This design comes from an exercise in tuning for small area and a short achievable clock period on the open sky130 flow, not from production work.
Function was checked by simulation only, so behaviour that the tests miss may differ from the original.
The clock port is modelled as an ideal driver; clocking choices that lean on that would not hold on a real chip.
Power is estimated from default activity; no workload was simulated.

==> module gt3, before the edit <==
module gt3(input n0, n1, n2, m, output g, t);
	assign g = (n0 | n1 | n2) & m;
	assign t = n0 | n1 | n2 | m;
endmodule
==> module xo3, before the edit <==
module xo3(input n0, n1, n2, m, output y);
	assign y = (n0 | n1 | n2) ^ m;
endmodule
==> module rdport, before the edit <==
module rdport(input [991:0] d, input [4:0] sel, output [31:0] qn, output [14:0] lo);
	wire [31:1] oh;
	genvar k, i;
	generate
		for (k = 1; k < 32; k = k + 1) begin : g_dec
			assign oh[k] = (sel == k);
		end
		for (i = 0; i < 32; i = i + 1) begin : g_bit
			wire [9:0] y;
			wire n31, n0, n1, n2;
			for (k = 0; k < 10; k = k + 1) begin : g_grp
				aoi222 u(.a1(oh[3*k+1]), .b1(d[(3*k)*32+i]), .a2(oh[3*k+2]), .b2(d[(3*k+1)*32+i]), .a3(oh[3*k+3]), .b3(d[(3*k+2)*32+i]), .y(y[k]));
			end
			nd2 u31(.a(oh[31]), .b(d[30*32+i]), .y(n31));
			nd4 u0(.a(y[0]), .b(y[1]), .c(y[2]), .d(y[3]), .y(n0));
			nd4 u1(.a(y[4]), .b(y[5]), .c(y[6]), .d(y[7]), .y(n1));
			nd3 u2(.a(y[8]), .b(y[9]), .c(n31), .y(n2));
			nr3 u3(.a(n0), .b(n1), .c(n2), .y(qn[i]));
			if (i < 5) begin : g_lo
				assign lo[i] = n0;
				assign lo[5+i] = n1;
				assign lo[10+i] = n2;
			end
		end
	endgenerate
endmodule
==> module nd4, before the edit <==
module nd4(input a, b, c, d, output y);
	assign y = ~(a & b & c & d);
endmodule
==> module nr3, before the edit <==
module nr3(input a, b, c, output y);
	assign y = ~(a | b | c);
endmodule
==> module cpu, before the edit <==
module cpu(clk, rst, imem_addr, imem_data, dmem_addr, dmem_wdata, dmem_we, dmem_re, dmem_rdata);
	input clk;
	input rst;
	output [6:0] imem_addr;
	input [31:0] imem_data;
	output [4:0] dmem_addr;
	output [31:0] dmem_wdata;
	output dmem_we;
	output dmem_re;
	input [31:0] dmem_rdata;
	wire [5:0] op = imem_data[31:26];
	wire [4:0] rs = imem_data[25:21];
	wire [4:0] rt = imem_data[20:16];
	wire [4:0] rd = imem_data[15:11];
	wire [5:0] fn = imem_data[5:0];
	wire [15:0] imm = imem_data[15:0];
	wire is_addi = (op == 6'h08);
	wire is_andi = (op == 6'h0c);
	wire is_ori  = (op == 6'h0d);
	wire is_xori = (op == 6'h0e);
	wire is_lw   = (op == 6'h23);
	wire is_sw   = (op == 6'h2b);
	wire is_bgt  = (op == 6'h07);
	wire is_j    = (op == 6'h02);
	wire is_jr   = (op == 6'h09);
	wire is_imm  = is_addi | is_andi | is_ori | is_xori | is_lw | is_sw;
	wire rtype   = ~(is_imm | is_bgt);
	wire f_add = rtype & (fn == 6'h20);
	wire f_sub = rtype & (fn == 6'h22);
	wire f_and = rtype & (fn == 6'h24);
	wire f_or  = rtype & (fn == 6'h25);
	wire f_xor = rtype & (fn == 6'h26);
	wire f_slt = rtype & (fn == 6'h2a);
	wire f_shl = rtype & (fn == 6'h01);
	wire op_add = is_addi | is_lw | is_sw | f_add;
	wire op_sub = f_sub;
	wire op_and = is_andi | f_and;
	wire op_or  = is_ori | f_or;
	wire op_xor = is_xori | f_xor;
	reg [31:0] rf [1:31];
	wire [31:0] ra, rb;
	integer k;
	genvar gk;
	wire [991:0] rflat;
	generate
		for (gk = 1; gk < 32; gk = gk + 1) begin : g_flat
			assign rflat[gk*32-32 +: 32] = rf[gk];
		end
	endgenerate
	wire [31:0] ran, rbn;
	wire [14:0] ralo;
	rdport port_a(.d(rflat), .sel(rs), .qn(ran), .lo(ralo));
	rdport port_b(.d(rflat), .sel(rt), .qn(rbn), .lo());
	assign ra = ~ran;
	assign rb = ~rbn;
	wire [31:0] A = ra;
	wire [31:0] ext = {15'b0, imm[15], imm};
	wire [31:0] B = is_imm ? ext : rb;
	wire sm = is_bgt | f_sub | f_slt;
	wire [31:0] Bx = is_imm ? ext : (sm ? rbn : rb);
	wire [31:0] sum;
	wire cs;
	wire [31:0] a_and, a_or, a_xor;
	add32 u_add(.a(A), .b(Bx), .ci(sm), .s(sum), .co(cs), .g(a_and), .t(a_or), .p(a_xor));
	wire [31:0] diff = sum;
	wire [31:0] shl = A << rb[1:0];
	wire [31:0] result =
		({32{op_add | op_sub}} & sum) |
		({32{op_and}} & a_and) |
		({32{op_or}}  & a_or) |
		({32{op_xor}} & a_xor) |
		({32{f_slt}}  & {31'b0, ~cs}) |
		({32{f_shl}}  & shl);
	wire nb31  = ~rb[31] ^ (rb[30:0] == 31'b0);
	wire carry = cs & (rb != 32'b0);
	wire ovf   = (A[31] == nb31) & (diff[31] != A[31]);
	wire neg   = ~ovf & (carry | diff[31]);
	wire taken = is_bgt & ~neg;
	reg [6:0] pc;
	wire [6:0] pc1 = pc + 7'd1;
	wire [6:0] npc = (taken | is_j) ? imem_data[6:0] : is_jr ? A[6:0] : pc1;
	always @(posedge clk) begin
		if (rst) pc <= 7'd0;
		else pc <= npc;
	end
	wire we = ~(is_bgt | is_sw);
	wire [4:0] wsel = is_lw ? rt : rd;
	wire [31:0] wdata = is_lw ? dmem_rdata : result;
	wire [31:0] wd = wdata & {32{~rst}};
	wire [31:1] ld;
	wire [991:0] nxt;
	generate
		for (gk = 1; gk < 32; gk = gk + 1) begin : g_wr
			assign ld[gk] = rst | (we & (wsel == gk));
			holdrow hr(.en(ld[gk]), .enb(~ld[gk]), .d(wd), .q(rf[gk]), .y(nxt[gk*32-32 +: 32]));
		end
	endgenerate
	always @(posedge clk) begin
		for (k = 1; k < 32; k = k + 1) begin
			rf[k] <= nxt[k*32-32 +: 32];
		end
	end
	assign imem_addr = pc;
	agen ag(.lo(ralo), .m(imm[4:0]), .s(dmem_addr));
	assign dmem_wdata = rb;
	memdec md(.op(op), .we(dmem_we), .re(dmem_re));
endmodule
==> flow/config.mk <==
export PLATFORM = sky130hd
export DESIGN_NAME = cpu
export DESIGN_NICKNAME = cpu
export VERILOG_FILES = /design/flow/design.v
export SDC_FILE = /design/flow/constraint.sdc
export NUM_CORES = 4
export LEC_CHECK = 0
export CAP_MARGIN = 20
export CORE_MARGIN = 2
export CORE_UTILIZATION = 45
export CTS_BUF_LIST = sky130_fd_sc_hd__clkbuf_16
export CTS_CLUSTER_DIAMETER = 70
export CTS_CLUSTER_SIZE = 26
export PLACE_DENSITY = 0.6
export SETUP_SLACK_MARGIN = 5
export SLEW_MARGIN = 20
export SYNTH_HIERARCHICAL = 1
export SYNTH_MINIMUM_KEEP_SIZE = 0
export TNS_END_PERCENT = 0
==> flow/constraint.sdc <==
create_clock -name core_clock -period 12.0 [get_ports {clk}]
set_input_delay 2.4000 -clock core_clock [delete_from_list [all_inputs] [get_ports {clk}]]
set_output_delay 2.4000 -clock core_clock [all_outputs]
set_load 0.01 [all_outputs]
standard.sh (not shown) runs the stock make flow with config.mk's settings and CLKGATE_MAP_FILE= SYNTH_SCRIPT=/design/flow/synth_recipe.tcl, a recipe that flattens the netlist after the stock synthesis.
==> flow/flow/run.sh <==
#!/bin/bash
set -euo pipefail
CTS="-sink_clustering_enable -repair_clock_nets -sink_clustering_size 26 -sink_clustering_max_diameter 70 -buf_list sky130_fd_sc_hd__clkbuf_16 -dont_use_dummy_load"
bash standard.sh "BUFFER_PORTS_ARGS=-buffer_cell sky130_fd_sc_hd__buf_2" \
  "CTS_ARGS=$CTS" \
  "POST_CTS_TCL=$(pwd)/flow/post_cts.tcl" \
  "POST_GLOBAL_ROUTE_TCL=$(pwd)/flow/post_grt.tcl" finish > standard_flow.log 2>&1
==> flow/flow/post_cts.tcl <==
# Extra setup repair after CTS: resize and swap pins only, toward the same
# margin as the flow's own repair, over every violating endpoint.
estimate_parasitics -placement
repair_timing -setup -setup_margin $::env(SETUP_SLACK_MARGIN) -repair_tns 100 \
  -sequence "sizeup,swap" -skip_last_gasp -verbose
detailed_placement
check_placement -verbose
estimate_parasitics -placement
report_worst_slack
report_design_area
==> flow/flow/post_grt.tcl <==
# Extra setup repair after global routing, with global-route parasitics:
# resize and swap pins only, toward the flow's margin, over every violating
# endpoint; then legalize and reroute the changed nets as global_route.tcl does.
estimate_parasitics -global_routing
repair_timing -setup -setup_margin $::env(SETUP_SLACK_MARGIN) -repair_tns 100 \
  -sequence "sizeup,swap" -skip_last_gasp -verbose
global_route -start_incremental
detailed_placement
global_route -end_incremental
check_placement -verbose
estimate_parasitics -global_routing
report_worst_slack
report_design_area
Change:
--- a/flow/design.v
+++ b/flow/design.v
@@ -61,15 +61,15 @@
 	cy2 u2(.g(g[1:0]), .t(t[1]), .c(c[2]));
 	cy3 u3(.g(g[2:0]), .t(t[2:1]), .c(c[3]));
 	cy4 u4(.g(g[3:0]), .t(t[3:1]), .c(c[4]));
 endmodule
 module gt3(input n0, n1, n2, m, output g, t);
-	assign g = (n0 | n1 | n2) & m;
-	assign t = n0 | n1 | n2 | m;
+	assign g = ~(n0 & n1 & n2) & m;
+	assign t = ~(n0 & n1 & n2) | m;
 endmodule
 module xo3(input n0, n1, n2, m, output y);
-	assign y = (n0 | n1 | n2) ^ m;
+	assign y = ~(n0 & n1 & n2) ^ m;
 endmodule
 module cy2(input [1:0] g, input [1:1] t, output c);
 	assign c = g[1] | (t[1] & g[0]);
 endmodule
 module cy3(input [2:0] g, input [2:1] t, output c);
@@ -86,11 +86,11 @@
 endmodule
 module memdec(input [5:0] op, output we, output re);
 	assign we = (op == 6'h2b);
 	assign re = (op == 6'h23);
 endmodule
-module rdport(input [991:0] d, input [4:0] sel, output [31:0] qn, output [14:0] lo);
+module rdport(input [991:0] d, input [4:0] sel, output [31:0] q, output [14:0] lo);
 	wire [31:1] oh;
 	genvar k, i;
 	generate
 		for (k = 1; k < 32; k = k + 1) begin : g_dec
 			assign oh[k] = (sel == k);
@@ -100,14 +100,14 @@
 			wire n31, n0, n1, n2;
 			for (k = 0; k < 10; k = k + 1) begin : g_grp
 				aoi222 u(.a1(oh[3*k+1]), .b1(d[(3*k)*32+i]), .a2(oh[3*k+2]), .b2(d[(3*k+1)*32+i]), .a3(oh[3*k+3]), .b3(d[(3*k+2)*32+i]), .y(y[k]));
 			end
 			nd2 u31(.a(oh[31]), .b(d[30*32+i]), .y(n31));
-			nd4 u0(.a(y[0]), .b(y[1]), .c(y[2]), .d(y[3]), .y(n0));
-			nd4 u1(.a(y[4]), .b(y[5]), .c(y[6]), .d(y[7]), .y(n1));
-			nd3 u2(.a(y[8]), .b(y[9]), .c(n31), .y(n2));
-			nr3 u3(.a(n0), .b(n1), .c(n2), .y(qn[i]));
+			an4 u0(.a(y[0]), .b(y[1]), .c(y[2]), .d(y[3]), .y(n0));
+			an4 u1(.a(y[4]), .b(y[5]), .c(y[6]), .d(y[7]), .y(n1));
+			an3 u2(.a(y[8]), .b(y[9]), .c(n31), .y(n2));
+			nd3 u3(.a(n0), .b(n1), .c(n2), .y(q[i]));
 			if (i < 5) begin : g_lo
 				assign lo[i] = n0;
 				assign lo[5+i] = n1;
 				assign lo[10+i] = n2;
 			end
@@ -121,15 +121,15 @@
 	assign y = ~(a & b);
 endmodule
 module nd3(input a, b, c, output y);
 	assign y = ~(a & b & c);
 endmodule
-module nd4(input a, b, c, d, output y);
-	assign y = ~(a & b & c & d);
-endmodule
-module nr3(input a, b, c, output y);
-	assign y = ~(a | b | c);
+module an3(input a, b, c, output y);
+	assign y = a & b & c;
+endmodule
+module an4(input a, b, c, d, output y);
+	assign y = a & b & c & d;
 endmodule
 module holdrow(input en, input enb, input [31:0] d, input [31:0] q, output [31:0] y);
 	genvar i;
 	generate
 		for (i = 0; i < 32; i = i + 1) begin : g_b
@@ -187,16 +187,14 @@
 	generate
 		for (gk = 1; gk < 32; gk = gk + 1) begin : g_flat
 			assign rflat[gk*32-32 +: 32] = rf[gk];
 		end
 	endgenerate
-	wire [31:0] ran, rbn;
+	wire [31:0] rbn = ~rb;
 	wire [14:0] ralo;
-	rdport port_a(.d(rflat), .sel(rs), .qn(ran), .lo(ralo));
-	rdport port_b(.d(rflat), .sel(rt), .qn(rbn), .lo());
-	assign ra = ~ran;
-	assign rb = ~rbn;
+	rdport port_a(.d(rflat), .sel(rs), .q(ra), .lo(ralo));
+	rdport port_b(.d(rflat), .sel(rt), .q(rb), .lo());
 	wire [31:0] A = ra;
 	wire [31:0] ext = {15'b0, imm[15], imm};
 	wire [31:0] B = is_imm ? ext : rb;
 	wire sm = is_bgt | f_sub | f_slt;
 	wire [31:0] Bx = is_imm ? ext : (sm ? rbn : rb);
The new run passed the timing, design-rule and antenna checks.
Power grows by about 2.3%.
Sequential power barely changes.
Maximum frequency grows by about 3.7%.
Utilization grows by 0.51 points.
Via count shrinks by about 0.33%.
Register-to-register slack improves by 0.48 ns.
Worst hold slack is about the same.
Non-clock buffer count grows by 1.
Critical path depth grows by 3.
Area after synthesis shrinks by about 1%.
Die area shrinks by 0.99%.

---

The RTL this note starts from:
==> flow/design.v <==
module add32(input [31:0] a, input [31:0] b, input ci, output [31:0] s, output co,
		output [31:0] g, output [31:0] t, output [31:0] p);
	wire [32:0] c;
	genvar i;
	generate
		for (i = 0; i < 32; i = i + 1) begin : g_bit
			gt ugt(.a(a[i]), .b(b[i]), .g(g[i]), .t(t[i]));
			x2 up(.a(a[i]), .b(b[i]), .y(p[i]));
			x2 us(.a(p[i]), .b(c[i]), .y(s[i]));
		end
	endgenerate
	carry32 uc(.g(g), .t(t), .ci(ci), .c(c));
	assign co = c[32];
endmodule
module gt(input a, b, output g, t);
	assign g = a & b;
	assign t = a | b;
endmodule
module carry32(input [31:0] g, input [31:0] t, input ci, output [32:0] c);
	reg [32:0] G [0:5];
	reg [32:0] T [0:5];
	integer l, i;
	always @(*) begin
		G[0] = {g, ci};
		T[0] = {t, 1'b0};
		for (l = 0; l < 5; l = l + 1) begin
			for (i = 0; i < 33; i = i + 1) begin
				if (((i >> l) & 1) == 1) begin
					G[l+1][i] = G[l][i] | (T[l][i] & G[l][((i >> l) << l) - 1]);
					T[l+1][i] = T[l][i] & T[l][((i >> l) << l) - 1];
				end else begin
					G[l+1][i] = G[l][i];
					T[l+1][i] = T[l][i];
				end
			end
		end
	end
	genvar k;
	generate
		for (k = 0; k < 32; k = k + 1) begin : g_c
			assign c[k] = G[5][k];
		end
	endgenerate
	assign c[32] = G[5][32] | (T[5][32] & G[5][31]);
endmodule
module agen(input [14:0] lo, input [4:0] m, output [4:0] s);
	wire [4:0] g, t, p;
	wire [4:1] c;
	genvar i;
	generate
		for (i = 0; i < 5; i = i + 1) begin : g_gt
			gt3 u(.n0(lo[i]), .n1(lo[5+i]), .n2(lo[10+i]), .m(m[i]), .g(g[i]), .t(t[i]));
			xo3 up(.n0(lo[i]), .n1(lo[5+i]), .n2(lo[10+i]), .m(m[i]), .y(p[i]));
		end
		for (i = 1; i < 5; i = i + 1) begin : g_s
			x2 us(.a(p[i]), .b(c[i]), .y(s[i]));
		end
	endgenerate
	assign s[0] = p[0];
	assign c[1] = g[0];
	cy2 u2(.g(g[1:0]), .t(t[1]), .c(c[2]));
	cy3 u3(.g(g[2:0]), .t(t[2:1]), .c(c[3]));
	cy4 u4(.g(g[3:0]), .t(t[3:1]), .c(c[4]));
endmodule
module gt3(input n0, n1, n2, m, output g, t);
	assign g = ~(n0 & n1 & n2) & m;
	assign t = ~(n0 & n1 & n2) | m;
endmodule
module xo3(input n0, n1, n2, m, output y);
	assign y = ~(n0 & n1 & n2) ^ m;
endmodule
module cy2(input [1:0] g, input [1:1] t, output c);
	assign c = g[1] | (t[1] & g[0]);
endmodule
module cy3(input [2:0] g, input [2:1] t, output c);
	assign c = g[2] | (t[2] & g[1]) | (t[2] & t[1] & g[0]);
endmodule
module cy4(input [3:0] g, input [3:1] t, output c);
	assign c = g[3] | (t[3] & g[2]) | (t[3] & t[2] & g[1]) | (t[3] & t[2] & t[1] & g[0]);
endmodule
module x2(input a, b, output y);
	assign y = a ^ b;
endmodule
module xn2(input a, b, output y);
	assign y = ~(a ^ b);
endmodule
module memdec(input [5:0] op, output we, output re);
	assign we = (op == 6'h2b);
	assign re = (op == 6'h23);
endmodule
module rdport(input [991:0] d, input [4:0] sel, output [31:0] q, output [14:0] lo);
	wire [31:1] oh;
	genvar k, i;
	generate
		for (k = 1; k < 32; k = k + 1) begin : g_dec
			assign oh[k] = (sel == k);
		end
		for (i = 0; i < 32; i = i + 1) begin : g_bit
			wire [9:0] y;
			wire n31, n0, n1, n2;
			for (k = 0; k < 10; k = k + 1) begin : g_grp
				aoi222 u(.a1(oh[3*k+1]), .b1(d[(3*k)*32+i]), .a2(oh[3*k+2]), .b2(d[(3*k+1)*32+i]), .a3(oh[3*k+3]), .b3(d[(3*k+2)*32+i]), .y(y[k]));
			end
			nd2 u31(.a(oh[31]), .b(d[30*32+i]), .y(n31));
			an4 u0(.a(y[0]), .b(y[1]), .c(y[2]), .d(y[3]), .y(n0));
			an4 u1(.a(y[4]), .b(y[5]), .c(y[6]), .d(y[7]), .y(n1));
			an3 u2(.a(y[8]), .b(y[9]), .c(n31), .y(n2));
			nd3 u3(.a(n0), .b(n1), .c(n2), .y(q[i]));
			if (i < 5) begin : g_lo
				assign lo[i] = n0;
				assign lo[5+i] = n1;
				assign lo[10+i] = n2;
			end
		end
	endgenerate
endmodule
module aoi222(input a1, b1, a2, b2, a3, b3, output y);
	assign y = ~((a1 & b1) | (a2 & b2) | (a3 & b3));
endmodule
module nd2(input a, b, output y);
	assign y = ~(a & b);
endmodule
module nd3(input a, b, c, output y);
	assign y = ~(a & b & c);
endmodule
module an3(input a, b, c, output y);
	assign y = a & b & c;
endmodule
module an4(input a, b, c, d, output y);
	assign y = a & b & c & d;
endmodule
module holdrow(input en, input enb, input [31:0] d, input [31:0] q, output [31:0] y);
	genvar i;
	generate
		for (i = 0; i < 32; i = i + 1) begin : g_b
			ao22 u(.a1(en), .b1(d[i]), .a2(enb), .b2(q[i]), .y(y[i]));
		end
	endgenerate
endmodule
module ao22(input a1, b1, a2, b2, output y);
	assign y = (a1 & b1) | (a2 & b2);
endmodule
module cpu(clk, rst, imem_addr, imem_data, dmem_addr, dmem_wdata, dmem_we, dmem_re, dmem_rdata);
	input clk;
	input rst;
	output [6:0] imem_addr;
	input [31:0] imem_data;
	output [4:0] dmem_addr;
	output [31:0] dmem_wdata;
	output dmem_we;
	output dmem_re;
	input [31:0] dmem_rdata;
	wire [5:0] op = imem_data[31:26];
	wire [4:0] rs = imem_data[25:21];
	wire [4:0] rt = imem_data[20:16];
	wire [4:0] rd = imem_data[15:11];
	wire [5:0] fn = imem_data[5:0];
	wire [15:0] imm = imem_data[15:0];
	wire is_addi = (op == 6'h08);
	wire is_andi = (op == 6'h0c);
	wire is_ori  = (op == 6'h0d);
	wire is_xori = (op == 6'h0e);
	wire is_lw   = (op == 6'h23);
	wire is_sw   = (op == 6'h2b);
	wire is_bgt  = (op == 6'h07);
	wire is_j    = (op == 6'h02);
	wire is_jr   = (op == 6'h09);
	wire is_imm  = is_addi | is_andi | is_ori | is_xori | is_lw | is_sw;
	wire rtype   = ~(is_imm | is_bgt);
	wire f_add = rtype & (fn == 6'h20);
	wire f_sub = rtype & (fn == 6'h22);
	wire f_and = rtype & (fn == 6'h24);
	wire f_or  = rtype & (fn == 6'h25);
	wire f_xor = rtype & (fn == 6'h26);
	wire f_slt = rtype & (fn == 6'h2a);
	wire f_shl = rtype & (fn == 6'h01);
	wire op_add = is_addi | is_lw | is_sw | f_add;
	wire op_sub = f_sub;
	wire op_and = is_andi | f_and;
	wire op_or  = is_ori | f_or;
	wire op_xor = is_xori | f_xor;
	reg [31:0] rf [1:31];
	wire [31:0] ra, rb;
	integer k;
	genvar gk;
	wire [991:0] rflat;
	generate
		for (gk = 1; gk < 32; gk = gk + 1) begin : g_flat
			assign rflat[gk*32-32 +: 32] = rf[gk];
		end
	endgenerate
	wire [31:0] rbn = ~rb;
	wire [14:0] ralo;
	rdport port_a(.d(rflat), .sel(rs), .q(ra), .lo(ralo));
	rdport port_b(.d(rflat), .sel(rt), .q(rb), .lo());
	wire [31:0] A = ra;
	wire [31:0] ext = {15'b0, imm[15], imm};
	wire [31:0] B = is_imm ? ext : rb;
	wire sm = is_bgt | f_sub | f_slt;
	wire [31:0] Bx = is_imm ? ext : (sm ? rbn : rb);
	wire [31:0] sum;
	wire cs;
	wire [31:0] a_and, a_or, a_xor;
	add32 u_add(.a(A), .b(Bx), .ci(sm), .s(sum), .co(cs), .g(a_and), .t(a_or), .p(a_xor));
	wire [31:0] diff = sum;
	wire [31:0] shl = A << rb[1:0];
	wire [31:0] result =
		({32{op_add | op_sub}} & sum) |
		({32{op_and}} & a_and) |
		({32{op_or}}  & a_or) |
		({32{op_xor}} & a_xor) |
		({32{f_slt}}  & {31'b0, ~cs}) |
		({32{f_shl}}  & shl);
	wire nb31  = ~rb[31] ^ (rb[30:0] == 31'b0);
	wire carry = cs & (rb != 32'b0);
	wire ovf   = (A[31] == nb31) & (diff[31] != A[31]);
	wire neg   = ~ovf & (carry | diff[31]);
	wire taken = is_bgt & ~neg;
	reg [6:0] pc;
	wire [6:0] pc1 = pc + 7'd1;
	wire [6:0] npc = (taken | is_j) ? imem_data[6:0] : is_jr ? A[6:0] : pc1;
	always @(posedge clk) begin
		if (rst) pc <= 7'd0;
		else pc <= npc;
	end
	wire we = ~(is_bgt | is_sw);
	wire [4:0] wsel = is_lw ? rt : rd;
	wire [31:0] wdata = is_lw ? dmem_rdata : result;
	wire [31:0] wd = wdata & {32{~rst}};
	wire [31:1] ld;
	wire [991:0] nxt;
	generate
		for (gk = 1; gk < 32; gk = gk + 1) begin : g_wr
			assign ld[gk] = rst | (we & (wsel == gk));
			holdrow hr(.en(ld[gk]), .enb(~ld[gk]), .d(wd), .q(rf[gk]), .y(nxt[gk*32-32 +: 32]));
		end
	endgenerate
	always @(posedge clk) begin
		for (k = 1; k < 32; k = k + 1) begin
			rf[k] <= nxt[k*32-32 +: 32];
		end
	end
	assign imem_addr = pc;
	agen ag(.lo(ralo), .m(imm[4:0]), .s(dmem_addr));
	assign dmem_wdata = rb;
	memdec md(.op(op), .we(dmem_we), .re(dmem_re));
endmodule
clock: 12.0 ns
lec_check: 0
cap_margin: 20
core_margin: 2
core_utilization: 45
cts_buf_list: sky130_fd_sc_hd__clkbuf_16
cts_cluster_diameter: 70
cts_cluster_size: 26
place_density: 0.6
setup_slack_margin: 5
slew_margin: 20
synth_hierarchical: 1
synth_minimum_keep_size: 0
tns_end_percent: 0
==> flow/flow/run.sh <==
#!/bin/bash
set -euo pipefail
CTS="-sink_clustering_enable -repair_clock_nets -sink_clustering_size 26 -sink_clustering_max_diameter 70 -buf_list sky130_fd_sc_hd__clkbuf_16 -dont_use_dummy_load"
bash standard.sh "BUFFER_PORTS_ARGS=-buffer_cell sky130_fd_sc_hd__buf_2" \
  "CTS_ARGS=$CTS" finish > standard_flow.log 2>&1
Next try:
--- a/flow/design.v
+++ b/flow/design.v
@@ -63,11 +63,11 @@
 	cy4 u4(.g(g[3:0]), .t(t[3:1]), .c(c[4]));
 endmodule
 module gt3(input n0, n1, n2, m, output g, t);
-	assign g = ~(n0 & n1 & n2) & m;
-	assign t = ~(n0 & n1 & n2) | m;
+	assign g = (n0 | n1 | n2) & m;
+	assign t = n0 | n1 | n2 | m;
 endmodule
 module xo3(input n0, n1, n2, m, output y);
-	assign y = ~(n0 & n1 & n2) ^ m;
+	assign y = (n0 | n1 | n2) ^ m;
 endmodule
 module cy2(input [1:0] g, input [1:1] t, output c);
 	assign c = g[1] | (t[1] & g[0]);
@@ -88,7 +88,7 @@
 	assign we = (op == 6'h2b);
 	assign re = (op == 6'h23);
 endmodule
-module rdport(input [991:0] d, input [4:0] sel, output [31:0] q, output [14:0] lo);
+module rdport(input [991:0] d, input [4:0] sel, output [31:0] qn, output [14:0] lo);
 	wire [31:1] oh;
 	genvar k, i;
 	generate
@@ -102,10 +102,10 @@
 				aoi222 u(.a1(oh[3*k+1]), .b1(d[(3*k)*32+i]), .a2(oh[3*k+2]), .b2(d[(3*k+1)*32+i]), .a3(oh[3*k+3]), .b3(d[(3*k+2)*32+i]), .y(y[k]));
 			end
 			nd2 u31(.a(oh[31]), .b(d[30*32+i]), .y(n31));
-			an4 u0(.a(y[0]), .b(y[1]), .c(y[2]), .d(y[3]), .y(n0));
-			an4 u1(.a(y[4]), .b(y[5]), .c(y[6]), .d(y[7]), .y(n1));
-			an3 u2(.a(y[8]), .b(y[9]), .c(n31), .y(n2));
-			nd3 u3(.a(n0), .b(n1), .c(n2), .y(q[i]));
+			nd4 u0(.a(y[0]), .b(y[1]), .c(y[2]), .d(y[3]), .y(n0));
+			nd4 u1(.a(y[4]), .b(y[5]), .c(y[6]), .d(y[7]), .y(n1));
+			nd3 u2(.a(y[8]), .b(y[9]), .c(n31), .y(n2));
+			nr3 u3(.a(n0), .b(n1), .c(n2), .y(qn[i]));
 			if (i < 5) begin : g_lo
 				assign lo[i] = n0;
 				assign lo[5+i] = n1;
@@ -123,11 +123,11 @@
 module nd3(input a, b, c, output y);
 	assign y = ~(a & b & c);
 endmodule
-module an3(input a, b, c, output y);
-	assign y = a & b & c;
-endmodule
-module an4(input a, b, c, d, output y);
-	assign y = a & b & c & d;
+module nd4(input a, b, c, d, output y);
+	assign y = ~(a & b & c & d);
+endmodule
+module nr3(input a, b, c, output y);
+	assign y = ~(a | b | c);
 endmodule
 module holdrow(input en, input enb, input [31:0] d, input [31:0] q, output [31:0] y);
 	genvar i;
@@ -189,10 +189,12 @@
 			assign rflat[gk*32-32 +: 32] = rf[gk];
 		end
 	endgenerate
-	wire [31:0] rbn = ~rb;
+	wire [31:0] ran, rbn;
 	wire [14:0] ralo;
-	rdport port_a(.d(rflat), .sel(rs), .q(ra), .lo(ralo));
-	rdport port_b(.d(rflat), .sel(rt), .q(rb), .lo());
+	rdport port_a(.d(rflat), .sel(rs), .qn(ran), .lo(ralo));
+	rdport port_b(.d(rflat), .sel(rt), .qn(rbn), .lo());
+	assign ra = ~ran;
+	assign rb = ~rbn;
 	wire [31:0] A = ra;
 	wire [31:0] ext = {15'b0, imm[15], imm};
 	wire [31:0] B = is_imm ? ext : rb;
=>
- wire length climbs by 1.3%
- register-to-register slack is worse by 0.45 ns
- final area came out higher by about 0.7%
- clock power went down by about 8%
- die area increases by about 1%
- core utilization came out lower by 0.42 points
- global-route usage went down by 0.72 points
- critical path depth is higher by 2
- clock-buffer cell count went down by 9
- cell count increases by 1.8%
- sequential power stays flat
- first-iteration DRC count rose by 16%

[port drivers added, routing unchanged]
In the flow no input, the clock included, has a driving cell. The finished layouts below were timed again as built, in two steps.
Step 1 (the two cells are an assumption about what drives the block):
set clk [get_ports {clk}]
set_driving_cell -lib_cell sky130_fd_sc_hd__clkbuf_16 $clk
set_driving_cell -lib_cell sky130_fd_sc_hd__buf_2 [delete_from_list [all_inputs] $clk]
Step 2 adds t to the input delays and takes it off the output delays; t is the mean of the earliest and latest rising clock arrival at the registers after step 1. Input paths then give back, and output paths get back, about the clock's delay inside the block.
Three values: ideal ports, drivers, drivers and shift; two values: the first two.
run | t, ns | setup WS [ns] | worst register clock-pin slew, ns
the first run of note 1 | 0.780 | 4.527 / 4.400 / 3.818 | 0.11 / 0.11
the second run of note 1 | 0.729 | 4.796 / 4.711 / 4.255 | 0.10 / 0.10
the first run of note 2 | 0.729 | 4.654 / 4.628 / 4.019 | 0.10 / 0.10
the second run of note 2 | 0.779 | 4.382 / 4.334 / 3.694 | 0.11 / 0.11
After both steps every run listed still meets setup and hold. For the first run of note 1, which loses most, drivers alone change the setup slack by -0.127 ns; drivers and shift together by -0.709 ns.
